Context: an optimization exercise on an open-source flow, tuned for small area. The choices shown serve that exercise and are no tape-out recipe. At most, simulation tests tie the RTL to the original design; equivalence was not proved. Power and IR drop assume default switching activity.

==> raven: inputs <==
==> flow/design.v <==
`timescale 1ns / 1ps
`timescale 1ns / 1ps
`timescale 1ns / 1ps
`timescale 1ns / 1ps
`timescale 1ns / 1ps
`timescale 1ns / 1ps
`timescale 1ns / 1ps
`timescale 1ns / 1ps
`timescale 1ns / 1ps
`timescale 1ns / 1ps
`timescale 1ns / 1ps
`timescale 1ns / 1ps
`timescale 1ns / 1ps
module MinStep(input [2:0] t, input [3:0] o, input u, d, output [6:0] m);
    wire z = ~|{t, o};
    wire D = d & (~u | z);
    wire U = u & ~D;
    wire o9 = o[3] & o[0];
    wire o0 = ~|o;
    wire [3:0] ou = {o[0] & (o[3] | (o[1] & o[2])), o[0] & o[1], o[0] & ~o[3], 1'b1};
    wire [3:0] od = {~o[0] & ~o[1] & ~o[2], ~o[0] & ~o[1] & (o[2] | o[3]), ~o[0] & (o[1] | o[2] | o[3]), 1'b1};
    wire [2:0] tu = {t[0] & (t[1] | t[2]), t[0] & ~t[2], 1'b1};
    wire [2:0] td = {~t[0] & ~t[1], ~t[0] & (t[1] | t[2]), 1'b1};
    assign m[3:0] = ({4{U}} & ou) | ({4{D}} & od);
    assign m[6:4] = ({3{U & o9}} & tu) | ({3{D & o0}} & td);
endmodule
module HourStep(input [1:0] t, input [3:0] o, input u, d, output [5:0] m);
    wire z = ~|{t, o};
    wire D = d & (~u | z);
    wire U = u & ~D;
    wire h23 = t[1] & o[1] & o[0];
    wire o9 = o[3] & o[0];
    wire o0 = ~|o;
    wire [3:0] ou = h23 ? 4'b0011 : {o[0] & (o[3] | (o[1] & o[2])), o[0] & o[1], o[0] & ~o[3], 1'b1};
    wire [3:0] od = z ? 4'b0011 : {~o[0] & ~o[1] & ~o[2], ~o[0] & ~o[1] & (o[2] | o[3]), ~o[0] & (o[1] | o[2] | o[3]), 1'b1};
    wire [1:0] tu = h23 ? 2'b10 : o9 ? {t[0], 1'b1} : 2'b00;
    wire [1:0] td = z ? 2'b10 : o0 ? {t[1], 1'b1} : 2'b00;
    assign m[3:0] = ({4{U}} & ou) | ({4{D}} & od);
    assign m[5:4] = ({2{U}} & tu) | ({2{D}} & td);
endmodule
module Btn(input clk, rst, x, output press);
    reg [1:0] r, T;
    wire special = (r == 2'd2) & (T == 2'd3);
    wire ev = x & (r == 2'd2) & ~T[1];
    always @(posedge clk) begin
        if (rst) begin r <= 0; T <= 0; end
        else if (ev) begin r <= 2'd2; T <= 2'd3; end
        else if (special) begin r <= x ? 2'd3 : 2'd0; T <= 2'd3; end
        else begin r <= x ? ((r == 2'd3) ? 2'd3 : r + 1'b1) : 2'd0; T <= (T == 2'd0) ? 2'd0 : T - 1'b1; end
    end
    assign press = (T == 2'd1);
endmodule
module Tbase(input clk, rst, output reg [7:0] tone, output disp_tick, tick, output reg csec, alarm);
    reg [2:0] d5;      
    reg [2:0] a5;      
    wire m10_9 = tone[0] & d5[2];         
    assign disp_tick = ~tone[0] & d5[2];  
    wire m50 = m10_9 & a5[2];             
    assign tick = m50 & ~csec;            
    always @(posedge clk) begin
        if (rst) begin tone <= 0; d5 <= 0; a5 <= 0; csec <= 0; alarm <= 0; end
        else begin
            tone <= tone + 1'b1;
            d5 <= d5[2] ? 3'd0 : d5 + 1'b1;
            if (m10_9) a5 <= a5[2] ? 3'd0 : a5 + 1'b1;
            if (m50) csec <= ~csec;
            if (tick) alarm <= ~alarm;
        end
    end
endmodule
module Clk(input clk, rst, tick, enable, p, input [12:0] E, output reg [3:0] su, output reg [2:0] sn, output [12:0] R);
    wire T = tick;
    wire rcs = sn[2] & sn[1];
    wire c_s = su[3] & su[0];
    wire c_st = T & c_s & sn[2] & sn[0];
    wire c_m = c_st & mu[3] & mu[0];
    wire c_mt = c_m & mt[2] & mt[0];
    wire h23 = ht[1] & hu[1] & hu[0];
    wire wrap = c_mt & h23;
    wire ld = T & p & ~wrap & ~rcs;
    wire su_inc = T & ((enable & ~rcs) | wrap);
    wire [3:0] tsu = {su[0] & (su[3] | (su[1] & su[2])), su[0] & su[1], su[0] & ~su[3], 1'b1} & {4{su_inc}};
    wire [3:0] tmu = {mu[0] & (mu[3] | (mu[1] & mu[2])), mu[0] & mu[1], mu[0] & ~mu[3], 1'b1} & {4{c_st}};
    wire [2:0] tmt = {mt[0] & (mt[1] | mt[2]), mt[0] & ~mt[2], 1'b1} & {3{c_m}};
    wire [3:0] thu = {hu[0] & (hu[3] | (hu[1] & hu[2])), hu[0] & hu[1] & ~ht[1], hu[0] & ~hu[3], 1'b1} & {4{c_mt}};
    wire hu9 = hu[3] & hu[0];
    wire [1:0] tht = {(hu9 & ht[0]) | h23, hu9} & {2{c_mt}};
    reg [3:0] mu, hu; reg [2:0] mt; reg [1:0] ht;
    assign R = {mt, mu, ht, hu};
    always @(posedge clk) begin
        if (rst) begin su <= 0; sn <= 0; {mt, mu, ht, hu} <= 0; end
        else begin
            su <= su ^ tsu;
            if (T) sn <= rcs ? 3'd0 : wrap ? 3'd6 : c_s ? ((sn[2] & sn[0]) ? 3'd0 : sn + 1'b1) : sn;
            {mt, mu, ht, hu} <= ld ? E : {mt ^ tmt, mu ^ tmu, ht ^ tht, hu ^ thu};
        end
    end
endmodule
module System(input clk, rst, enable, input[4:0] button_in, output[0:6] segment, output[3:0] anodes,
              output decimal_point, output [3:0] LEDs, output mode_led, output alarm_led, output speaker);
    wire [7:0] tone;
    wire disp_tick, tick, csec, alarm;
    Tbase tb0(clk, rst, tone, disp_tick, tick, csec, alarm);
    wire [4:0] press;
    genvar i;
    generate for (i = 0; i < 5; i = i + 1) begin: btn
        Btn b(clk, rst, button_in[i], press[i]);
    end endgenerate
    reg p;               
    reg [12:0] E;        
    wire [3:0] su;
    wire [2:0] sn;
    wire [12:0] R;
    Clk ck(clk, rst, tick, enable, p, E, su, sn, R);
    localparam [2:0] S_INIT = 3'd0, S_TH = 3'd4, S_TM = 3'd5, S_AH = 3'd6, S_AM = 3'd7;
    reg mode, sr, alarm_flag;
    reg [2:0] st;
    reg [12:0] A, L;     
    wire s_init = ~st[2], s_th = (st == S_TH), s_tm = (st == S_TM), s_ah = (st == S_AH), s_am = (st == S_AM);
    wire alm = st[2] & st[1];
    wire [12:0] dRA = R ^ A;
    wire trig = press[0] & mode & (|dRA);
    always @(posedge clk) begin
        if (rst) begin
            mode <= 0; st <= S_INIT; sr <= 0; p <= 0;
        end else begin
            mode <= mode ^ press[0];
            if (press[0]) st <= S_INIT;
            else if (~st[2]) st <= S_TH;
            else if (press[2]) st[1:0] <= st[1:0] + 1'b1;
            else if (press[1]) st[1:0] <= st[1:0] - 1'b1;
            sr <= trig;
            p <= sr | (p & ~tick);
        end
    end
    always @(posedge clk) if (trig) E <= A;
    wire [12:0] v = alm ? L : A;
    wire ok = ~alm | (mode & ~press[0]);
    wire [6:0] mm;
    wire [5:0] hm;
    MinStep ms(v[12:10], v[9:6], press[3] & st[2] & st[0] & ok, press[4] & st[2] & st[0] & ok, mm);
    HourStep hs(v[5:4], v[3:0], press[3] & st[2] & ~st[0] & ok, press[4] & st[2] & ~st[0] & ok, hm);
    wire [12:0] msk = {mm, hm};
    always @(posedge clk) begin
        A <= A ^ (({13{s_init}} & dRA) | (msk & {13{~alm}}));    
        if (rst) L <= 0;
        else L <= L ^ (msk & {13{alm}});
    end
    wire sec0 = (su == 4'd0) & ~sn[0] & (sn[2] == sn[1]);
    always @(posedge clk) begin
        if (rst) alarm_flag <= 0;
        else if (press != 0) alarm_flag <= 0;
        else if (~mode & (R == L) & sec0) alarm_flag <= 1;
    end
    wire buz_en = alarm_flag & alarm;
    reg [3:0] bz;
    reg spk;
    wire bz_end = &bz;
    always @(posedge clk) begin
        if (rst) begin
            bz <= 4'd15; spk <= 0;
        end else begin
            bz <= bz_end ? (tone[7] ? 4'd5 : 4'd4) : {bz[2:0], bz[3] ^ bz[0]};
            if (!buz_en) spk <= 0;
            else if (bz_end) spk <= ~spk;
        end
    end
    reg [1:0] g;    
    reg [3:0] n;
    wire p0 = ~g[1] & ~g[0], p1 = ~g[1] & g[0], p2 = g[1] & g[0], p3 = g[1] & ~g[0];
    wire [12:0] dv = mode ? v : R;
    wire [3:0] digit = ({4{p0}} & dv[9:6]) | ({4{p1}} & {1'b0, dv[12:10]}) | ({4{p2}} & dv[3:0]) | ({4{p3}} & {2'b0, dv[5:4]});
    always @(posedge clk) begin
        if (rst) g <= 0;
        else if (disp_tick & enable) g <= {g[0], ~g[1]};
        n <= digit;
    end
    assign segment[0] = (~n[3] & ~n[2] & ~n[1] & n[0]) | (n[2] & ~n[1] & ~n[0]);
    assign segment[1] = n[2] & (n[1] ^ n[0]);
    assign segment[2] = ~n[2] & n[1] & ~n[0];
    assign segment[3] = (~n[3] & ~n[2] & ~n[1] & n[0]) | (n[2] & ~n[1] & ~n[0]) | (n[2] & n[1] & n[0]);
    assign segment[4] = (n[2] & ~n[1]) | n[0];
    assign segment[5] = (~n[3] & ~n[2] & n[0]) | (~n[2] & n[1]) | (n[1] & n[0]);
    assign segment[6] = (~n[3] & ~n[2] & ~n[1]) | (n[2] & n[1] & n[0]);
    assign anodes = {~(enable & p3), ~(enable & p2), ~(enable & p1), ~(enable & p0)};
    assign decimal_point = ~p2 | csec;
    assign LEDs = mode ? {s_th, s_tm, s_ah, s_am} : 4'b0000;
    assign mode_led = mode;
    assign alarm_led = buz_en;
    assign speaker = spk;
endmodule
==> flow/run.sh <==
#!/bin/bash
# synth_recipe.tcl (not shown) runs the flow's synth.tcl, then flattens the netlist and writes it again
# the make line also repeats each setting of config.mk as NAME=value (left out here)
make -C /OpenROAD-flow-scripts/flow DESIGN_CONFIG=/design/flow/config.mk WORK_HOME=/design/flow/orfs CLKGATE_MAP_FILE= SYNTH_SCRIPT=/design/flow/synth_recipe.tcl finish
==> flow/config.mk <==
export PLATFORM = sky130hd
export DESIGN_NAME = System
export DESIGN_NICKNAME = System
export VERILOG_FILES = /design/flow/design.v
export SDC_FILE = /design/flow/constraint.sdc
export NUM_CORES = 4
export LEC_CHECK = 0
export ABC_AREA = 1
export CAP_MARGIN = 20
export CORE_MARGIN = 2
export CORE_UTILIZATION = 40
export CTS_BUF_LIST = sky130_fd_sc_hd__clkbuf_8
export PLACE_DENSITY = 0.6
export SLEW_MARGIN = 20
==> flow/constraint.sdc <==
create_clock -name core_clock -period 10.0 [get_ports {clk}]
set_input_delay 2.0000 -clock core_clock [delete_from_list [all_inputs] [get_ports {clk}]]
set_output_delay 2.0000 -clock core_clock [all_outputs]
set_load 0.01 [all_outputs]
==> indigo (differences from raven) <==
--- a/flow/design.v
+++ b/flow/design.v
@@ -114,3 +114,3 @@
     Clk ck(clk, rst, tick, enable, p, E, su, sn, R);
-    localparam [2:0] S_INIT = 3'd0, S_TH = 3'd4, S_TM = 3'd5, S_AH = 3'd6, S_AM = 3'd7;
+    localparam [2:0] S_INIT = 3'd0, S_TH = 3'd1, S_TM = 3'd2, S_AH = 3'd3, S_AM = 3'd4;
     reg mode, sr, alarm_flag;
@@ -118,4 +118,4 @@
     reg [12:0] A, L;     
-    wire s_init = ~st[2], s_th = (st == S_TH), s_tm = (st == S_TM), s_ah = (st == S_AH), s_am = (st == S_AM);
-    wire alm = st[2] & st[1];
+    wire s_init = (st == S_INIT), s_th = (st == S_TH), s_tm = (st == S_TM), s_ah = (st == S_AH), s_am = (st == S_AM);
+    wire alm = s_ah | s_am;
     wire [12:0] dRA = R ^ A;
@@ -128,5 +128,9 @@
             if (press[0]) st <= S_INIT;
-            else if (~st[2]) st <= S_TH;
-            else if (press[2]) st[1:0] <= st[1:0] + 1'b1;
-            else if (press[1]) st[1:0] <= st[1:0] - 1'b1;
+            else case (st)
+                S_TH: st <= press[2] ? S_TM : press[1] ? S_AM : S_TH;
+                S_TM: st <= press[2] ? S_AH : press[1] ? S_TH : S_TM;
+                S_AH: st <= press[2] ? S_AM : press[1] ? S_TM : S_AH;
+                S_AM: st <= press[2] ? S_TH : press[1] ? S_AH : S_AM;
+                default: st <= S_TH;
+            endcase
             sr <= trig;
@@ -140,4 +144,4 @@
     wire [5:0] hm;
-    MinStep ms(v[12:10], v[9:6], press[3] & st[2] & st[0] & ok, press[4] & st[2] & st[0] & ok, mm);
-    HourStep hs(v[5:4], v[3:0], press[3] & st[2] & ~st[0] & ok, press[4] & st[2] & ~st[0] & ok, hm);
+    MinStep ms(v[12:10], v[9:6], press[3] & (s_tm | s_am) & ok, press[4] & (s_tm | s_am) & ok, mm);
+    HourStep hs(v[5:4], v[3:0], press[3] & (s_th | s_ah) & ok, press[4] & (s_th | s_ah) & ok, hm);
     wire [12:0] msk = {mm, hm};
@@ -157,10 +161,10 @@
     reg spk;
-    wire bz_end = &bz;
     always @(posedge clk) begin
         if (rst) begin
-            bz <= 4'd15; spk <= 0;
+            bz <= 0; spk <= 0;
         end else begin
-            bz <= bz_end ? (tone[7] ? 4'd5 : 4'd4) : {bz[2:0], bz[3] ^ bz[0]};
+            if (bz == 0) bz <= tone[7] ? 4'd11 : 4'd5;
+            else bz <= bz - 1'b1;
             if (!buz_en) spk <= 0;
-            else if (bz_end) spk <= ~spk;
+            else if (bz == 0) spk <= ~spk;
         end
ABC_AREA = not set   (was 1)
CTS_BUF_LIST = sky130_fd_sc_hd__clkbuf_4   (was sky130_fd_sc_hd__clkbuf_8)
CTS_CLUSTER_DIAMETER = 100   (was not set)
CTS_CLUSTER_SIZE = 30   (was not set)
==> delta (differences from raven) <==
--- a/flow/design.v
+++ b/flow/design.v
@@ -114,3 +114,3 @@
     Clk ck(clk, rst, tick, enable, p, E, su, sn, R);
-    localparam [2:0] S_INIT = 3'd0, S_TH = 3'd4, S_TM = 3'd5, S_AH = 3'd6, S_AM = 3'd7;
+    localparam [2:0] S_INIT = 3'd0, S_TH = 3'd1, S_TM = 3'd2, S_AH = 3'd3, S_AM = 3'd4;
     reg mode, sr, alarm_flag;
@@ -118,4 +118,4 @@
     reg [12:0] A, L;     
-    wire s_init = ~st[2], s_th = (st == S_TH), s_tm = (st == S_TM), s_ah = (st == S_AH), s_am = (st == S_AM);
-    wire alm = st[2] & st[1];
+    wire s_init = (st == S_INIT), s_th = (st == S_TH), s_tm = (st == S_TM), s_ah = (st == S_AH), s_am = (st == S_AM);
+    wire alm = s_ah | s_am;
     wire [12:0] dRA = R ^ A;
@@ -128,5 +128,9 @@
             if (press[0]) st <= S_INIT;
-            else if (~st[2]) st <= S_TH;
-            else if (press[2]) st[1:0] <= st[1:0] + 1'b1;
-            else if (press[1]) st[1:0] <= st[1:0] - 1'b1;
+            else case (st)
+                S_TH: st <= press[2] ? S_TM : press[1] ? S_AM : S_TH;
+                S_TM: st <= press[2] ? S_AH : press[1] ? S_TH : S_TM;
+                S_AH: st <= press[2] ? S_AM : press[1] ? S_TM : S_AH;
+                S_AM: st <= press[2] ? S_TH : press[1] ? S_AH : S_AM;
+                default: st <= S_TH;
+            endcase
             sr <= trig;
@@ -140,4 +144,4 @@
     wire [5:0] hm;
-    MinStep ms(v[12:10], v[9:6], press[3] & st[2] & st[0] & ok, press[4] & st[2] & st[0] & ok, mm);
-    HourStep hs(v[5:4], v[3:0], press[3] & st[2] & ~st[0] & ok, press[4] & st[2] & ~st[0] & ok, hm);
+    MinStep ms(v[12:10], v[9:6], press[3] & (s_tm | s_am) & ok, press[4] & (s_tm | s_am) & ok, mm);
+    HourStep hs(v[5:4], v[3:0], press[3] & (s_th | s_ah) & ok, press[4] & (s_th | s_ah) & ok, hm);
     wire [12:0] msk = {mm, hm};
@@ -157,10 +161,10 @@
     reg spk;
-    wire bz_end = &bz;
     always @(posedge clk) begin
         if (rst) begin
-            bz <= 4'd15; spk <= 0;
+            bz <= 0; spk <= 0;
         end else begin
-            bz <= bz_end ? (tone[7] ? 4'd5 : 4'd4) : {bz[2:0], bz[3] ^ bz[0]};
+            if (bz == 0) bz <= tone[7] ? 4'd11 : 4'd5;
+            else bz <= bz - 1'b1;
             if (!buz_en) spk <= 0;
-            else if (bz_end) spk <= ~spk;
+            else if (bz == 0) spk <= ~spk;
         end
ABC_AREA = not set   (was 1)
CTS_CLUSTER_DIAMETER = 100   (was not set)
CTS_CLUSTER_SIZE = 60   (was not set)
==> qor summary <==
| quantity | delta | indigo | raven |
|---|---|---|---|
| Group drawing the most power | clock | sequential cells | sequential cells |
| Run status | timing/DRC/antenna clean | timing/DRC/antenna clean | timing/DRC/antenna clean |
| Synthesized-area fraction occupied by ao, oa, aoi and oai cells | 0.189 | 0.189 | 0.128 |
| Clk latency of the worst-skew pair | 0.46 ns | 0.54 ns | 0.46 ns |
| Fraction of area in multi-input gates | 0.512 | 0.521 | 0.448 |
| Logic depth of the worst register-to-register path | 7 | 7 | 13 |
| Sequential-to-total area share from yosys stat | 0.378 | 0.378 | 0.400 |
| Maximum clock rate | 0.181 GHz | 0.181 GHz | 0.195 GHz |
| Die height | 130 um | 130 um | 126 um |
| LEAKAGE | 2.50 nW | 2.45 nW | 3.09 nW |
| Leading cell type in the layout, fill and taps excluded | sky130_fd_sc_hd__nor2_1 | sky130_fd_sc_hd__nor2_1 | sky130_fd_sc_hd__nand2_1 |
| Placed cells | 939 | 939 | 1,039 |
| Number of antenna cells inserted | 0 | 1 | 0 |
| Via count of the routed design | 5,538 | 5,498 | 5,337 |
| Internal power consumption | 0.785 mW | 0.705 mW | 0.866 mW |
| Number of multi-input combinational cells | 569 | 569 | 600 |
| Cell with the most instances after synthesis | sky130_fd_sc_hd__nor2_1 | sky130_fd_sc_hd__nor2_1 | sky130_fd_sc_hd__nand2_1 |
| Non-filler cells, final | 971 | 972 | 1,071 |
| Wire length of the first global-routing pass | 26.4 mm | 26.3 mm | 24.1 mm |
| Setup slack after placement | 4.48 ns | 4.48 ns | 4.87 ns |
| Met3 GRT Util | 0.0525 | 0.0451 | 0.0489 |
| Initial standard-cell utilization of the core | 0.413 | 0.413 | 0.410 |
| Net switching power figure | 0.265 mW | 0.251 mW | 0.422 mW |
| Worst hold margin | 0.461 ns | 0.463 ns | 0.419 ns |
| Minimum setup slack among reg-to-reg paths | 6.72 ns | 6.74 ns | 7.31 ns |
| Metal2 WL | 7.45 mm | 7.43 mm | 5.85 mm |
Function not checked in raven: the RTL went through the layout flow alone.

-- separate check: timing with driven ports --
Ports are ideal in the flow. The routed layouts listed here were re-timed in OpenROAD.
Step 1 sets driving cells, clkbuf_16 on the clock port and buf_2 on the other inputs (assumed; they add their load-dependent delay and slew).
Step 2, shift: input delay + t, output delay - t, t = (earliest + latest rising clock arrival at the registers) / 2. This alone moves slack from input paths to output paths.
Three values: ideal ports, drivers, drivers and shift; two values: the first two.
| run | t (ns) | setup WS [ns] | latest minus earliest clock arrival (ns) |
|---|---|---|---|
| raven | 0.488 | 4.878 / 4.854 / 4.854 | 0.013 / 0.013 |
| indigo | 0.573 | 4.476 / 4.450 / 4.450 | 0.020 / 0.021 |
| delta | 0.485 | 4.484 / 4.459 / 4.459 | 0.014 / 0.014 |
After both steps setup and hold are still met in every run listed. For indigo, which loses most, drivers alone change the setup slack by -0.026 ns; drivers and shift together by -0.026 ns.
